Source: an optimization exercise on an open RTL-to-GDS flow (aim: small area, a short achievable clock period and few clock cycles per item). Production flows keep margins and buffers that such runs may drop.
At most, simulation tests tie the RTL to the original design; equivalence was not proved.

Setup of v6:
// EC_TOP
module EC_TOP(
    clk, rst_n, in_valid,
    in_Px, in_Py, in_Qx, in_Qy, in_prime, in_a,
    out_valid, out_Rx, out_Ry
);
Size: ~1700 cells after synthesis, about 12000 um^2 of cells after synthesis.
clock: 44.0 ns
lec_check: 0
abc_area: 1
cap_margin: 20
core_margin: 2
core_utilization: 40
slew_margin: 20
setup_slack_margin: 32.8
standard.sh (not shown) runs the stock make flow with config.mk's settings and CLKGATE_MAP_FILE= SYNTH_SCRIPT=/design/flow/synth_recipe.tcl, a recipe that flattens the netlist after the stock synthesis.
==> flow/flow/run.sh <==
#!/bin/bash
set -euo pipefail
TARGET_NS=$(cat flow/target_ns)
MARGIN=$(python3 -c "print(round(${FLOW_PERIOD_NS} - ${TARGET_NS}, 3))")
echo "export SETUP_SLACK_MARGIN = ${MARGIN}" >> config.mk
bash standard.sh > standard_make.log 2>&1
==> flow/flow/target_ns <==
11.2
Testbench counts of v6, summed over its fixed seeds: cycles 95,992, items 16,000.
What v7 does differently from v6 at the input level:
Settings: swapping 32.8 for 32.0 in SETUP_SLACK_MARGIN.
==> flow/flow/target_ns <==
12.0
[summary]
The final layouts of v6 and v7 pass the timing, design-rule and antenna checks. v6 ended up with ra[3] as its capture point of the critical path; v7 ended up with out_Rx[2]. Going from v6 to v7, layout net count decreased by 25 relative to the old numbers; design area decreased by 2.5% relative to the old numbers; number of cells on the worst reg-to-reg path increased by about 14% relative to the old numbers. Summary of v7 over v6: highest net fanout along the worst path climbed 1.

========
Another version of the RTL of EC_TOP (not shown whole).
For scale: ~52 I/O pins.
clock: 44.0 ns
lec_check: 0
abc_area: 1
cap_margin: 20
core_margin: 2
core_utilization: 55
cts_buf_list: sky130_fd_sc_hd__clkbuf_8
slew_margin: 20
setup_slack_margin: 33.0
buffer_ports_args: -buffer_cell sky130_fd_sc_hd__buf_1
==> flow/flow/run.sh <==
#!/bin/bash
set -euo pipefail
TARGET_NS=$(cat flow/target_ns)
MARGIN=$(python3 -c "print(round(${FLOW_PERIOD_NS} - ${TARGET_NS}, 3))")
echo "export SETUP_SLACK_MARGIN = ${MARGIN}" >> config.mk
echo "export BUFFER_PORTS_ARGS = -buffer_cell sky130_fd_sc_hd__buf_1" >> config.mk
bash standard.sh > standard_make.log 2>&1
==> flow/flow/target_ns <==
11.0
The first run completed with no timing, DRC or antenna violations.
Testbench counts at the start, summed over its fixed seeds: cycles 95,992, items 16,000.
Next try:
==> flow/flow/target_ns (replaced) <==
11.2
- SETUP_SLACK_MARGIN: 33.0 -> 32.8
=> Core utilization fell by 1.3 points. Global-route usage drops by 0.26 points. Final cell count went down by 0.49%. Worst setup slack gets better by 51 ps. Die area stays the same.
Next try:
==> flow/flow/target_ns (replaced) <==
11.4
- SETUP_SLACK_MARGIN: 32.8 -> 32.6
Outcome:
- worst setup slack is worse by 120 ps
- die area is unchanged
- clock skew barely changes
- via count rises slightly
- non-clock buffer count falls by 8
- design area falls slightly
- maximum frequency falls slightly
- first-iteration DRC count rises by a few percent
- wire length rises slightly

========
RTL: one of the versions met above, not the one the previous note started from.
For scale: roughly 63 flip-flops, ~52 I/O pins.
clock: 44.0 ns
lec_check: 0
abc_area: 1
cap_margin: 20
core_margin: 2
core_utilization: 40
slew_margin: 20
setup_slack_margin: 33.5
==> flow/flow/run.sh <==
#!/bin/bash
set -euo pipefail
TARGET_NS=$(cat flow/target_ns)
MARGIN=$(python3 -c "print(round(${FLOW_PERIOD_NS} - ${TARGET_NS}, 3))")
echo "export SETUP_SLACK_MARGIN = ${MARGIN}" >> config.mk
bash standard.sh > standard_make.log 2>&1
==> flow/flow/target_ns <==
10.5
The baseline finished with timing, DRC and antenna clean.
Testbench counts at the start, summed over its fixed seeds: cycles 95,992, items 16,000.
==> next run, changes <==
--- a/flow/flow/run.sh
+++ b/flow/flow/run.sh
@@ -5,2 +5,3 @@
 echo "export SETUP_SLACK_MARGIN = ${MARGIN}" >> config.mk
+echo "export BUFFER_PORTS_ARGS = -buffer_cell sky130_fd_sc_hd__buf_1" >> config.mk
 bash standard.sh > standard_make.log 2>&1
==> flow/flow/target_ns (replaced) <==
11.2
--- a/flow/config.mk
+++ b/flow/config.mk
@@ -12,2 +12,3 @@
 export SLEW_MARGIN = 20
-export SETUP_SLACK_MARGIN = 33.5
+export SETUP_SLACK_MARGIN = 32.8
+export BUFFER_PORTS_ARGS = -buffer_cell sky130_fd_sc_hd__buf_1
Final area falls by a few percent.
Area after synthesis is unchanged.
Non-clock buffer count falls by 7.
==> next run, changes <==
==> flow/run.sh (new file) <==
#!/bin/bash
# synth_recipe.tcl (not shown) runs the flow's synth.tcl, then flattens the netlist and writes it again
# the make line also repeats each setting of config.mk as NAME=value (left out here)
make -C /OpenROAD-flow-scripts/flow DESIGN_CONFIG=/design/flow/config.mk WORK_HOME=/design/flow/orfs CLKGATE_MAP_FILE= SYNTH_SCRIPT=/design/flow/synth_recipe.tcl finish
--- a/flow/config.mk
+++ b/flow/config.mk
@@ -12,3 +12 @@
 export SLEW_MARGIN = 20
-export SETUP_SLACK_MARGIN = 32.8
-export BUFFER_PORTS_ARGS = -buffer_cell sky130_fd_sc_hd__buf_1
removed: flow/flow/run.sh
removed: flow/flow/target_ns
removed: flow/standard.sh
=> Via count fell by 1.6%. Clock-buffer cell count rose by 4. Worst setup slack degrades by 1200 ps. Area after synthesis stays the same. Final area fell by 1.1%.

========
== run a ==
EC_TOP, a different RTL version from the one above (not shown whole).
For scale: ~63 flip-flops.
Settings: LEC_CHECK=0, ABC_AREA=1, CAP_MARGIN=20, CORE_MARGIN=2, CORE_UTILIZATION=40, SLEW_MARGIN=20; clock period 44.0 ns.
run.sh (not shown) runs the stock make flow with config.mk's settings and CLKGATE_MAP_FILE= SYNTH_SCRIPT=/design/flow/synth_recipe.tcl, a recipe that flattens the netlist after the stock synthesis.
Stock flow here: none of the scripts above is used.
Run a finished every stage and its layout cleared the timing, design-rule and antenna checks.
diff inputs: run a => run b
diff --git a/flow/config.mk b/flow/config.mk
--- a/flow/config.mk
+++ b/flow/config.mk
@@ -9,4 +9,5 @@
 export CAP_MARGIN = 20
 export CORE_MARGIN = 2
-export CORE_UTILIZATION = 40
+export CORE_UTILIZATION = 70
+export PLACE_DENSITY = 0.85
 export SLEW_MARGIN = 20
==> comparison <==
Taking run a as the reference point, the data arrival time of the worst path of run b rises by 340 ps. Run b — via count 1621 higher, run a as reference. Sequential share of layout area: run b > run a. On run b: total wire length after detailed routing is 10% higher than what run a gave.
No functional check of the RTL was part of any run of this note.

## afterwards: timing with drivers on the ports
No port has a modelled driver above. Below, the same layouts with a new extraction and two added sets of constraints.
Step 1, drivers: a clkbuf_16 drives clk and a buf_2 each remaining input, both assumed.
Step 2 adds t to the input delays and takes it off the output delays; t is the mean of the earliest and latest rising clock arrival at the registers after step 1. Input paths then give back, and output paths get back, about the clock's delay inside the block.
Slacks: ideal / step 1 / step 2; pairs: ideal / step 1.
run | t, ns | setup WS [ns] | worst data-port slew with drivers (ns)
v6 | 0.389 | 32.862 / 32.862 / 32.862 | 0.05
v7 | 0.385 | 32.509 / 32.509 / 32.509 | 0.04
the first run of note 2 | 0.397 | 32.947 / 32.947 / 32.947 | 0.05
the second run of note 2 | 0.411 | 32.998 / 32.998 / 32.998 | 0.04
the third run of note 2 | 0.404 | 32.879 / 32.879 / 32.879 | 0.05
the first run of note 3 | 0.383 | 32.653 / 32.653 / 32.653 | 0.04
the second run of note 3 | 0.382 | 32.879 / 32.879 / 32.879 | 0.06
the third run of note 3 | 0.384 | 31.696 / 31.696 / 31.696 | 0.04
run a | 0.392 | 32.121 / 32.121 / 32.121 | 0.04
run b | 0.405 | 31.837 / 31.837 / 31.837 | 0.05
After both steps setup and hold are still met in every run listed.
